This design comes from an exercise in tuning for small area and a short achievable clock period on the open sky130 flow, not from production work.
Function was checked by simulation only, so behaviour that the tests miss may differ from the original.
Power is estimated from default activity; no workload was simulated.

--- design.v ---
module proc ( 
   halt, imem_addr, dmem_addr, dmem_wdata, dmem_rd, dmem_wr,
   clk, rst, imem_data, dmem_rdata
   );
   input clk;
   input rst;
   output [15:0] imem_addr;
   input  [15:0] imem_data;
   output [15:0] dmem_addr;
   output [15:0] dmem_wdata;
   output        dmem_rd;
   output        dmem_wr;
   input  [15:0] dmem_rdata;
   output        halt;
   localparam [15:0] NOP = 16'h0800;
   reg [15:0] pc, if_ins, if_pc2;
   reg        if_halt;
   reg        k_inva, k_invb, k_cin, k_sum, k_andn, k_xor, k_sh, k_btr, k_seq, k_lt, k_sco, k_lbi, k_slbi;
   reg [1:0]  k_sht;
   reg        k_bnez, k_beqz, k_bltz, k_bgez;
   reg        ex_nsf, ex_jal, ex_nstu, ex_nraw;
   reg [2:0]  ex_dst;
   reg        ex_fwd, ex_m2r, ex_pcsrc, ex_rd, ex_wr, ex_pcimm, ex_jump, ex_halt, ex_link;
   reg [15:0] ex_pc2, ex_imm, ex_rd1, ex_rd2;
   reg        aM, aW, aR;           
   reg        bM, bW, bR, bI;       
   reg        dM, dW, dR;           
   reg [15:0] mem_alu, mem_rd2, mem_pc2;
   reg [2:0]  mem_dst;
   reg        mem_fwd, mem_jal, mem_nstu, mem_nraw, mem_link, mem_m2r, mem_rd, mem_wr, mem_halt, mem_bt;
   reg [15:0] wb_data, wb_pc2;
   reg [2:0]  wb_dst;
   reg        wb_fwd, wb_jal, wb_nraw, wb_link, wb_halt;
   reg [15:0] r0, r1, r2, r3, r4, r5, r6, r7;
   wire [15:0] I = if_ins;
   wire [4:0]  iop = I[15:11];
   reg        c_we, c_pcsrc, c_src2, c_pcimm, c_jump;
   reg [1:0]  c_rdst;
   reg [2:0]  c_sesel;
   always @* begin
      c_we = 1'b0; c_pcsrc = 1'b0; c_src2 = 1'b0; c_pcimm = 1'b0; c_jump = 1'b0;
      c_rdst = 2'b00; c_sesel = 3'b000;
      casez (iop)
        5'b01000, 5'b01001: begin c_rdst = 2'b01; c_sesel = 3'b010; c_we = 1'b1; end
        5'b01010, 5'b01011, 5'b101??: begin c_rdst = 2'b01; c_we = 1'b1; end
        5'b10000: begin c_sesel = 3'b010; end
        5'b10001: begin c_rdst = 2'b01; c_sesel = 3'b010; c_we = 1'b1; end
        5'b10011: begin c_rdst = 2'b10; c_sesel = 3'b010; c_we = 1'b1; end
        5'b11001: begin c_sesel = 3'b010; c_we = 1'b1; end
        5'b1101?, 5'b111??: begin c_we = 1'b1; c_src2 = 1'b1; end
        5'b011??: begin c_pcsrc = 1'b1; c_sesel = 3'b100; end
        5'b11000, 5'b10010: begin c_rdst = 2'b10; c_sesel = 3'b100; c_we = 1'b1; end
        5'b00100: begin c_pcsrc = 1'b1; c_sesel = 3'b110; c_pcimm = 1'b1; end
        5'b00101: begin c_pcsrc = 1'b1; c_sesel = 3'b100; c_jump = 1'b1; end
        5'b00110: begin c_rdst = 2'b11; c_pcsrc = 1'b1; c_sesel = 3'b110; c_we = 1'b1; c_pcimm = 1'b1; end
        5'b00111: begin c_rdst = 2'b11; c_pcsrc = 1'b1; c_sesel = 3'b100; c_we = 1'b1; c_jump = 1'b1; end
        5'b00010: begin c_rdst = 2'b01; end
        default: ;
      endcase
   end
   reg [15:0] imm;
   always @* begin
      case (c_sesel)
        3'b000:  imm = {11'b0, I[4:0]};
        3'b001:  imm = {8'b0, I[7:0]};
        3'b010:  imm = {{11{I[4]}}, I[4:0]};
        3'b100:  imm = {{8{I[7]}}, I[7:0]};
        default: imm = {{5{I[10]}}, I[10:0]};
      endcase
   end
   wire [1:0] fn = I[1:0];
   wire d_rr   = iop == 5'b11011;
   wire d_rs   = iop == 5'b11010;
   wire d_sub  = (iop == 5'b01000) | (d_rr & fn == 2'b01);
   wire d_slt  = iop == 5'b11101;
   wire d_sle  = iop == 5'b11110;
   wire d_add  = (iop == 5'b01001) | (iop == 5'b10000) | (iop == 5'b10001) | (iop == 5'b10011) |
                 (iop == 5'b00101) | (iop == 5'b00111) | (d_rr & fn == 2'b00);
   wire d_andn = (iop == 5'b01010) | (d_rr & fn == 2'b11);
   wire d_xor  = (iop == 5'b01011) | (d_rr & fn == 2'b10);
   wire d_sh   = (iop[4:2] == 3'b101) | d_rs;
   wire [1:0] d_sht = d_rs ? fn : iop[1:0];
   wire d_btr  = iop == 5'b11001;
   wire d_seq  = iop == 5'b11100;
   wire d_sco  = iop == 5'b11111;
   wire d_lbi  = iop == 5'b11000;
   wire d_slbi = iop == 5'b10010;
   wire d_br   = iop[4:2] == 3'b011;
   reg [2:0] dst_u;
   always @* begin
      case (c_rdst)
        2'b00: dst_u = I[4:2];
        2'b01: dst_u = I[7:5];
        2'b10: dst_u = I[10:8];
        default: dst_u = 3'b111;
      endcase
   end
   wire [15:0] rd2f = ({16{dM}} & mem_alu) | ({16{dW}} & wb_data) | ({16{dR}} & ex_rd2);
   wire [15:0] a    = ({16{aM}} & mem_alu) | ({16{aW}} & wb_data) | ({16{aR}} & ex_rd1);
   wire [15:0] b    = ({16{bM}} & mem_alu) | ({16{bW}} & wb_data) | ({16{bR}} & ex_rd2) | ({16{bI}} & ex_imm);
   wire [15:0] addA = a ^ {16{k_inva}};
   wire [15:0] addB = b ^ {16{k_invb}};
   wire        cin  = k_cin;
   wire [16:0] sum  = {1'b0, addA} + {1'b0, addB} + {16'b0, cin};
   wire        lt   = (a[15] == b[15]) ? sum[15] : (a[15] & ~b[15]);
   wire [3:0]  cnt   = b[3:0];
   wire [1:0]  shty  = k_sht;
   wire        right = shty[1];
   wire [15:0] a_pre = right ? {a[14:0], a[15]} : a;
   wire [3:0]  amt   = cnt ^ {4{right}};
   wire [31:0] dbl   = {a_pre, a_pre} << amt;
   wire [15:0] rot   = dbl[31:16];
   wire [15:0] ones  = 16'hffff;
   wire [15:0] mskl  = ones << cnt;
   wire [15:0] mskr  = ones >> cnt;
   wire [15:0] shres = rot & (shty == 2'b01 ? mskl : (shty == 2'b11 ? mskr : ones));
   wire [15:0] btr;
   genvar gi;
   generate for (gi = 0; gi < 16; gi = gi + 1) begin : g_btr
      assign btr[gi] = a[15-gi];
   end endgenerate
   wire [15:0] aluout =
        ({16{k_sum}}  & sum[15:0]) |
        ({16{k_andn}} & (a & ~b)) |
        ({16{k_xor}}  & (a ^ b)) |
        ({16{k_sh}}   & shres) |
        ({16{k_btr}}  & btr) |
        ({16{k_lbi}}  & b) |
        ({16{k_slbi}} & {a[7:0], b[7:0]}) |
        {15'b0, (k_seq & (a == b)) | (k_lt & lt) | (k_sco & sum[16])};
   wire a_zero = (aM & (mem_alu == 16'b0)) | (aW & (wb_data == 16'b0)) | (aR & (ex_rd1 == 16'b0));
   wire muxsel = (k_bnez & ~a_zero) | (k_beqz & a_zero) | (k_bltz & a[15]) | (k_bgez & ~a[15]);
   wire [15:0] target = ex_pc2 + ex_imm;
   wire hz_jal = wb_jal & (iop == 5'b10000) & (I[7:5] == 3'b111);
   wire hz_wb0 = (iop != 5'b00001) & wb_fwd & ((wb_dst == I[10:8]) | (wb_dst == I[7:5]));
   wire ld_stall = ex_m2r & ((ex_dst == I[7:5]) | (ex_dst == I[10:8]));
   wire isH0     = hz_jal | hz_wb0 | ld_stall;      
   wire isH1     = hz_jal | ld_stall;               
   wire flush    = muxsel | isH0;
   wire bubble_chk = flush | (iop == 5'b00001);
   wire ex_kill    = mem_bt & bubble_chk;
   wire is_st      = (iop == 5'b10000) | (iop == 5'b10011);
   wire fA_d  = (iop != 5'b11000) & ~ex_kill & ex_fwd & (ex_dst == I[10:8]);
   wire fA_d0 = (iop != 5'b11000) & ~(mem_bt & (isH0 | (iop == 5'b00001))) & ex_fwd & (ex_dst == I[10:8]);
   wire fB_d  = (I[15:14] == 2'b11) & (iop != 5'b11000) & (iop != 5'b11001) & ~ex_kill & ex_fwd & (ex_dst == I[7:5]);
   wire sF_d  = is_st & (ex_dst == I[7:5]) & ~ex_nsf;
   wire fAm_d = (iop != 5'b11000) & mem_fwd & (mem_dst == I[10:8]);
   wire fBm_d = (I[15:14] == 2'b11) & (iop != 5'b11000) & mem_fwd & (mem_dst == I[7:5]);
   wire sFm_d = is_st & (mem_dst == I[7:5]) & ~mem_nstu;
   wire src2_d = ~flush & c_src2;
   wire fBs_d  = fB_d & src2_d;
   wire dM_d = sF_d;
   wire dW_d = ~sF_d & sFm_d;
   wire dR_d = ~sF_d & ~sFm_d;
   wire aM_d = fA_d;
   wire aW_d = ~fA_d & fAm_d;
   wire aR_d = ~fA_d & ~fAm_d;
   wire bM_d = fBs_d | (~fBm_d & src2_d & dM_d);
   wire bW_d = ~fBs_d & (fBm_d | (src2_d & dW_d));
   wire bR_d = ~fBs_d & ~fBm_d & src2_d & dR_d;
   wire bI_d = ~fBs_d & ~fBm_d & ~src2_d;
   reg [15:0] rf_a, rf_b;
   always @* begin
      case (I[10:8])
        3'd0: rf_a = r0; 3'd1: rf_a = r1; 3'd2: rf_a = r2; 3'd3: rf_a = r3;
        3'd4: rf_a = r4; 3'd5: rf_a = r5; 3'd6: rf_a = r6; default: rf_a = r7;
      endcase
      case (I[7:5])
        3'd0: rf_b = r0; 3'd1: rf_b = r1; 3'd2: rf_b = r2; 3'd3: rf_b = r3;
        3'd4: rf_b = r4; 3'd5: rf_b = r5; 3'd6: rf_b = r6; default: rf_b = r7;
      endcase
   end
   wire raw = (I[10:8] == wb_dst) & (I[10:8] != 3'b000) & ~wb_nraw;
   wire [15:0] rd1_d = raw ? wb_pc2 : rf_a;
   wire [15:0] pcp2 = pc + 16'd2;
   wire pcimm_u0 = ~isH0 & c_pcimm;
   wire jump_u0  = ~isH0 & c_jump;
   wire pcsrc_u0 = ~isH0 & c_pcsrc;
   wire imem_halt = imem_data[15:11] == 5'b00000;
   wire fF0r = ~pcimm_u0 & ~jump_u0 & ~ex_pcimm & ~ex_jump;
   wire fF0  = fF0r & imem_halt;
   wire [15:0] ifpc_in0 = (c_jump | c_pcimm | isH0) ? if_pc2 : pcp2;
   wire        sel_m1   = ex_pcsrc | (fA_d0 & pcsrc_u0);
   wire [15:0] pc_nb0x  = isH0 ? if_pc2 : (sel_m1 ? ifpc_in0 : pcp2);
   wire [15:0] pc_br    = isH1 ? if_pc2 : target;
   wire [15:0] pc_oth   = ex_jump ? sum[15:0] : (ex_pcimm ? target : (muxsel ? pc_br : pc_nb0x));
   wire        pc_hold  = fF0r & ~isH0 & sel_m1 & ~muxsel;
   wire [15:0] pc_d     = (imem_halt & pc_hold) ? pc : pc_oth;
   wire        redirect = ex_jump | ex_pcimm | muxsel;
   wire [15:0] if_pc2_d = ex_jump ? pc :
                          ((c_jump | c_pcimm) ? if_pc2 :
                           (muxsel ? (isH1 ? if_pc2 : pcp2) : (isH0 ? if_pc2 : pcp2)));
   wire [15:0] if_in0   = isH0 ? I : ((imem_halt & fF0r) ? NOP : imem_data);
   wire        if_kill0 = (ex_pcimm | ex_jump) | ((pcimm_u0 | jump_u0) & (I[10:0] != 11'b0)) |
                          (ex_pcimm != pcimm_u0);
   wire [15:0] if_ins_d = (muxsel | if_kill0) ? NOP : if_in0;
   wire        if_halt_d = ~muxsel & ~isH0 & fF0r & imem_halt;
   wire        rf_we = wb_fwd | wb_jal;
   wire [15:0] rf_wd = wb_link ? wb_pc2 : wb_data;
   always @(posedge clk) begin
      if (rst) begin
         pc <= 16'b0; if_ins <= 16'b0; if_halt <= 1'b0;
         ex_dst <= 3'b0;
         k_inva <= 1'b0; k_invb <= 1'b0; k_cin <= 1'b0; k_sum <= 1'b0; k_andn <= 1'b0; k_xor <= 1'b0;
         k_sh <= 1'b0; k_btr <= 1'b0; k_seq <= 1'b0; k_lt <= 1'b0; k_sco <= 1'b0; k_lbi <= 1'b0; k_slbi <= 1'b0;
         k_bnez <= 1'b0; k_beqz <= 1'b0; k_bltz <= 1'b0; k_bgez <= 1'b0;
         ex_nsf <= 1'b0; ex_jal <= 1'b0; ex_nstu <= 1'b0; ex_nraw <= 1'b0;
         ex_fwd <= 1'b0; ex_m2r <= 1'b0; ex_pcsrc <= 1'b0; ex_rd <= 1'b0; ex_wr <= 1'b0;
         ex_pcimm <= 1'b0; ex_jump <= 1'b0; ex_halt <= 1'b0; ex_link <= 1'b0;
         aM <= 1'b0; aW <= 1'b0; aR <= 1'b1;
         bM <= 1'b0; bW <= 1'b0; bR <= 1'b0; bI <= 1'b1;
         dM <= 1'b0; dW <= 1'b0; dR <= 1'b1;
         mem_dst <= 3'b0;
         mem_fwd <= 1'b0; mem_jal <= 1'b0; mem_nstu <= 1'b0; mem_nraw <= 1'b0; mem_link <= 1'b0;
         mem_m2r <= 1'b0; mem_rd <= 1'b0; mem_wr <= 1'b0; mem_halt <= 1'b0; mem_bt <= 1'b0;
         wb_dst <= 3'b0;
         wb_fwd <= 1'b0; wb_jal <= 1'b0; wb_nraw <= 1'b0; wb_link <= 1'b0; wb_halt <= 1'b0;
      end else begin
         pc      <= pc_d;
         if_ins  <= if_ins_d;
         if_halt <= if_halt_d;
         k_inva   <= ~flush & d_sub;
         k_invb   <= ~flush & (d_slt | d_sle);
         k_cin    <= ~flush & (d_sub | d_slt);
         k_sum    <= ~flush & (d_add | d_sub);
         k_andn   <= ~flush & d_andn;
         k_xor    <= ~flush & d_xor;
         k_sh     <= ~flush & d_sh;
         k_btr    <= ~flush & d_btr;
         k_seq    <= ~flush & d_seq;
         k_lt     <= ~flush & (d_slt | d_sle);
         k_sco    <= ~flush & d_sco;
         k_lbi    <= ~flush & d_lbi;
         k_slbi   <= ~flush & d_slbi;
         k_bnez   <= ~flush & d_br & (iop[1:0] == 2'b00);
         k_beqz   <= ~flush & d_br & (iop[1:0] == 2'b01);
         k_bltz   <= ~flush & d_br & (iop[1:0] == 2'b10);
         k_bgez   <= ~flush & d_br & (iop[1:0] == 2'b11);
         ex_nsf   <= flush | (iop == 5'b10000) | (iop == 5'b10001) | (iop == 5'b00001);
         ex_jal   <= ~flush & (iop == 5'b00110);
         ex_nstu  <= flush | (iop == 5'b10000) | (iop == 5'b00001);
         ex_nraw  <= ~flush & (d_br | (iop == 5'b10000) | (iop == 5'b00101) | (iop == 5'b00100));
         ex_dst   <= flush ? ((muxsel & ~isH1 & c_rdst == 2'b11) ? 3'b111 : 3'b000) : dst_u;
         ex_fwd   <= ~flush & c_we & (iop != 5'b00110);
         ex_m2r   <= ~flush & (iop == 5'b10001);
         ex_pcsrc <= ~flush & c_pcsrc;
         ex_rd    <= ~flush & (iop == 5'b10001);
         ex_wr    <= ~flush & is_st;
         ex_pcimm <= ~flush & c_pcimm;
         ex_jump  <= ~flush & c_jump;
         ex_halt  <= ~redirect & if_halt;
         ex_link  <= (muxsel ? ~isH1 : ~isH0) & (c_rdst == 2'b11);
         aM <= aM_d; aW <= aW_d; aR <= aR_d;
         bM <= bM_d; bW <= bW_d; bR <= bR_d; bI <= bI_d;
         dM <= dM_d; dW <= dW_d; dR <= dR_d;
         mem_dst  <= ex_dst;
         mem_fwd  <= ex_fwd;
         mem_jal  <= ex_jal;
         mem_nstu <= ex_nstu;
         mem_nraw <= ex_nraw;
         mem_link <= ex_link;
         mem_m2r  <= ex_m2r;
         mem_rd   <= ex_rd;
         mem_wr   <= ex_wr;
         mem_halt <= ex_halt;
         mem_bt   <= muxsel;
         wb_dst   <= mem_dst;
         wb_fwd   <= mem_fwd;
         wb_jal   <= mem_jal;
         wb_nraw  <= mem_nraw;
         wb_link  <= mem_link;
         wb_halt  <= mem_halt;
      end
   end
   always @(posedge clk) begin
         if_pc2  <= if_pc2_d;
         k_sht    <= d_sht;
         ex_pc2   <= if_pc2;
         ex_imm   <= imm;
         ex_rd1   <= rd1_d;
         ex_rd2   <= rf_b;
         mem_alu  <= aluout;
         mem_rd2  <= rd2f;
         mem_pc2  <= ex_pc2;
         wb_data  <= mem_m2r ? dmem_rdata : mem_alu;
         wb_pc2   <= mem_pc2;
   end
   wire [15:0] rf_wdr = rf_wd & {16{~rst}};
   wire [7:0]  rf_en;
   genvar gr;
   generate for (gr = 0; gr < 8; gr = gr + 1) begin : g_rfen
      assign rf_en[gr] = rst | (rf_we & (wb_dst == gr));
   end endgenerate
   always @(posedge clk) begin
      if (rf_en[0]) r0 <= rf_wdr;
      if (rf_en[1]) r1 <= rf_wdr;
      if (rf_en[2]) r2 <= rf_wdr;
      if (rf_en[3]) r3 <= rf_wdr;
      if (rf_en[4]) r4 <= rf_wdr;
      if (rf_en[5]) r5 <= rf_wdr;
      if (rf_en[6]) r6 <= rf_wdr;
      if (rf_en[7]) r7 <= rf_wdr;
   end
   assign imem_addr  = pc;
   assign dmem_addr  = mem_alu;
   assign dmem_wdata = mem_rd2;
   assign dmem_rd    = mem_rd;
   assign dmem_wr    = mem_wr;
   assign halt       = wb_halt;
endmodule
--- flow/run.sh ---
#!/bin/bash
# The standard layout (the standard.sh: standard synthesis, floorplan,
# placement, CTS, routing) with two changes to how the layout is made:
#  - timing repair aims for a larger setup slack at the design's clock period
#    (the SDC and its clock are unchanged);
#  - every input and output port still gets a buffer, but a plain buf_2
#    instead of the delay cell buffer_ports picks by default.
set -euo pipefail
export SETUP_SLACK_MARGIN=7.5
export BUFFER_PORTS_ARGS="-buffer_cell sky130_fd_sc_hd__buf_2"
bash standard.sh > standard_flow.log 2>&1
--- standard.sh ---
#!/bin/bash
# synth_recipe.tcl (not shown) runs the flow's synth.tcl, then flattens the netlist and writes it again
# the make line also repeats each setting of config.mk as NAME=value (left out here)
make -C /OpenROAD-flow-scripts/flow DESIGN_CONFIG=/design/flow/config.mk WORK_HOME=/design/flow/orfs CLKGATE_MAP_FILE= SYNTH_SCRIPT=/design/flow/synth_recipe.tcl "${@:-finish}"
--- config.mk ---
export PLATFORM = sky130hd
export DESIGN_NAME = proc
export DESIGN_NICKNAME = proc
export VERILOG_FILES = /design/flow/design.v
export SDC_FILE = /design/flow/constraint.sdc
export NUM_CORES = 4
export LEC_CHECK = 0
export CAP_MARGIN = 60
export CORE_MARGIN = 2
export CORE_UTILIZATION = 60
export CTS_BUF_LIST = sky130_fd_sc_hd__clkbuf_16
export CTS_CLUSTER_DIAMETER = 100
export CTS_CLUSTER_SIZE = 22
export SLEW_MARGIN = 60
--- constraint.sdc ---
create_clock -name core_clock -period 11.0 [get_ports {clk}]
set_input_delay 2.2000 -clock core_clock [delete_from_list [all_inputs] [get_ports {clk}]]
set_output_delay 2.2000 -clock core_clock [all_outputs]
set_load 0.01 [all_outputs]
==> results.txt <==
==> cells by family (layout without fill, tap and decap cells) <==
logic type	count (synthesis)	in the layout	synth area share (%)
other	0	1	0
buffers and inverters	215	290	4.87
and+or+nand+nor	536	537	13.3
AOI/OAI and AO/OA	514	514	18.5
adders and majority gates	50	50	3.31
DFF	379	379	46.1
muxes	132	132	9.21
xor gates and xnor gates	104	104	4.73
==> worst min-delay path by stage <==
stage	end	slack, ns	cells past startpoint
CTS	wb_pc2[2]$_DFF_P_	0.33	0
finish	wb_pc2[11]$_DFF_P_	0.33	0
detailed placement	wb_pc2[11]$_DFF_P_	0.31	0
global placement	wb_pc2[12]$_DFF_P_	0.31	0
floorplan	wb_pc2[0]$_DFF_P_	0.31	0
global route	wb_pc2[11]$_DFF_P_	0.34	0
==> metrics by stage <==
stage | total power [mW] | worst slack (ns) | instances | hold WS [ns] | utilization [%]
after floorplan | 2.65 | 7.52 | 1930 | 0.310 | -
after CTS | 3.96 | 7.44 | 2423 | 0.332 | 65.9
after global placement | 3.08 | 6.80 | 2354 | 0.312 | 62.7
after detailed placement | 3.13 | 6.90 | 2381 | 0.312 | 63.7
final | 4.03 | 7.52 | 2449 | 0.334 | 66.9
after global routing | 4.18 | 7.49 | 2448 | 0.338 | 66.9
==> layer usage <==
layer,part of all wire (%),track usage [%],vias to the layer above
li1,-,-,7319
met1,41,51.5,7905
met2,45,57.6,1012
met3,10,5.63,153
met4,3.9,12.4,4
met5,0.055,0,-
==> power by group through the flow <==
stage | Sequential, mW | Combinational (mW) | Clock (mW)
CTS | 1.88 | 1.24 | 0.837
finish | 1.89 | 1.30 | 0.831
global route | 1.90 | 1.40 | 0.886
global placement | 1.91 | 1.18 | 0
floorplan | 1.80 | 0.843 | 0
detailed placement | 1.91 | 1.22 | 0
==> final cells by class <==
cell class | instances | area share, %
Inverter | 84 | 1.50
Clock inverter | 14 | 0.324
Timing Repair Buffer | 170 | 4.78
Clock buffer | 22 | 2.54
Sequential cell | 379 | 42.0
Tap cell | 442 | 2.55
Antenna cell | 1 | 0.0116
Multi-Input combinational cell | 1337 | 46.3
==> cells in the final DEF (no fill, tap or decap), types with 34 or more instances in the layout <==
cell and n:
nor2b_1 41, xnor2_1 66, mux2_2 34, nand3_1 41, ha_1 47, a21oi_1 118, edfxtp_1 144, o21ai_0 79
buf_4 56, nor2_1 136, mux4_2 34, buf_2 95, nand2_1 156, mux2i_1 59, inv_1 90, a22oi_1 45
dfxtp_1 202
==> timing repair <==
| action | CTS | global route |
|---|---|---|
| setup buffers | 5 | 20 |
| pin swaps | 4 | 15 |
| gates cloned | 1 | 0 |
| resized for setup | 22 | 21 |
| setup endpoints to repair | 31 | 45 |
| hold endpoints to repair | 0 | 0 |
| hold buffers | 0 | 0 |
==> summary.md <==
| Metric | Value |
|---|---|
| FF-to-FF path depth | `12` |
| Ranking of synthesized cells by area | `dfxtp_1 24%, edfxtp_1 22%, mux4_2 3.9%, xnor2_1 3.1%, nand2_1 3.0%` |
| Bufs and invs on worst path | `1` |
| R2r endpoint | `mem_alu[0]$_DFF_P_` |
| Unique masters post-synth | `95` |
| Design area | `21700 sq um` |
| Worst skew pair latency | `0.55 ns` |
| Setup Crit Path Kind | `reg2out` |
| CTS tree | `built` |
| Fmax | `288 MHz` |
| Clock sink count | `379` |
| Vias | `16400` |
| Syn nets | `2014` |
| Pins over their slew limit | `0` |
| Critical path, cell by cell | `buf_2` |
| Setup slack, reg-to-reg | `7.55 ns` |
| Post-synthesis sequential area ratio | `46.1%` |
| Largest net degree at the start of global routing | `56` |
| Rows | `66` |
| Critical path's largest stage delay | `0.54 ns` |
| Switch share | `36.3%` |
| Min-Delay Startpoint | `mem_pc2[11]$_DFF_P_` |
| Antenna-violating nets left | `0` |
| Root Buffer | `clkbuf_16` |
| Slowest CP cell | `dfxtp_1` |
| Synth-to-Final Area Change | `10.6%` |
| I/O pins | `85` |
| Iter 0 DRT Violations | `2150` |
| Final period utilization | `31.6%` |
| Clk_skew | `0.0285 ns` |
| Syn. warnings | `1` |
| Part of the power in registers | `47.0%` |
| Max_cap viols | `0` |
| Total CTS buffers | `21` |
| Top FF cell, synth | `dfxtp_1` |
| Comb pwr share | `32.4%` |
| Crit end category | `output port` |
| Clk network pwr share | `20.6%` |
| Worst hold path type | `reg2reg` |
| Footprint of the multi-input gates | `10000 sq um` |
| Stages on worst setup path | `1` |
| Crit Path Max Fanout | `6` |
| CP required | `8.80 ns` |
| Drt pass-1 iters | `9` |
| Crit path DAT | `1.28 ns` |
| Critical path's top delay family | `flip-flops` |
| Tmin final | `3.48 ns` |
| Port buffer count | `84` |
| Die Height | `185 um` |
| Hpwl dp | `46100 um` |
| Avg Cell Area, Syn | `10.1 sq um` |
| Routability Congestion | `1.01` |
| Congestion Overflow GR | `0` |
| Fin Setup TNS | `0 ns` |
| Initial antenna violation count | `3` |
| Worst r2r src | `aR$_SDFF_PP1_` |
| Area leader, netlist | `dfxtp_1` |
| Fill count | `2613` |
| Top-count cell post-synth | `dfxtp_1` |
| Slew headroom | `60.1%` |
| WL/cell | `25.8 um` |
| Initial core utilization | `60.5%` |
| Crit path capture | `dmem_addr[15]` |
| Die Wd | `185 um` |
| Maximum VDD drop | `0.105 mV` |
| First-pass GRT wire length | `93600 um` |
| P_sw | `1.46 mW` |
| Post-Synthesis Cells | `1930` |
| Drt total wl | `63100 um` |
| Vias/cell | `6.69` |
| Least-Margin Pin Slew | `0.597 ns` |
| Post-synth EDFFs | `144` |
| Most frequent cells after synthesis | `235 x dfxtp_1, 159 x nand2_1, 146 x nor2_1` |
| Mapped Area | `19600 sq um` |
| Fin. Hold Viols | `0` |
| Cell area after placement | `20600 sq um` |
| H-tree levels | `1` |
| Pwr dens | `186 nW/um^2` |
| Synth async-reset ratio | `0%` |
| Flip-flop and latch count after synthesis | `379` |
| Top cell type's share of synthesized area | `24.0%` |
| Worst setup path startpoint | `mem_alu[15]$_DFF_P_` |
| Die area | `34100 sq um` |
| Area of the core | `32400 sq um` |
| Leak | `8.51 nW` |
| Global Route Usage Sum | `36.5%` |
| Final setup fails | `0` |
| Kind of start point of the critical path | `register` |
| Max Root-Sink Buffers | `3` |
| Layout Nets | `2077` |
| Share of layout cells above drive strength 1 | `19.2%` |
| Vias in the first global route | `15400` |
| RSZ-0062 raised after global routing | `false` |
| Post-route DRC | `0` |
| Status | `timing/DRC/antenna clean` |
| Register area | `9080 sq um` |
| P_int | `2.56 mW` |
| Clk slew on worst S/H paths | `0.09 ns` |

re-timing with driven ports:
How much do the figures lean on ideal ports? The routed layout below was timed once more, with nothing changed but the port constraints.
Step 1 sets driving cells, clkbuf_16 on the clock port and buf_2 on the other inputs (assumed; they add their load-dependent delay and slew).
Step 2 moves the port delays by t, midway between the first and last clock arrival at a register: inputs arrive t later, outputs are due t later. That takes back most of the time a late clock gives input paths.
Three values: ideal ports, drivers, drivers and shift; two values: the first two.
t, ns: 0.591
slack for setup (ns): 7.524 / 7.469 / 7.162
hold WS [ns]: 0.334 / 0.334 / 0.334
After both steps setup and hold are still met in this run. For this run, drivers alone change the setup slack by -0.055 ns; drivers and shift together by -0.362 ns.
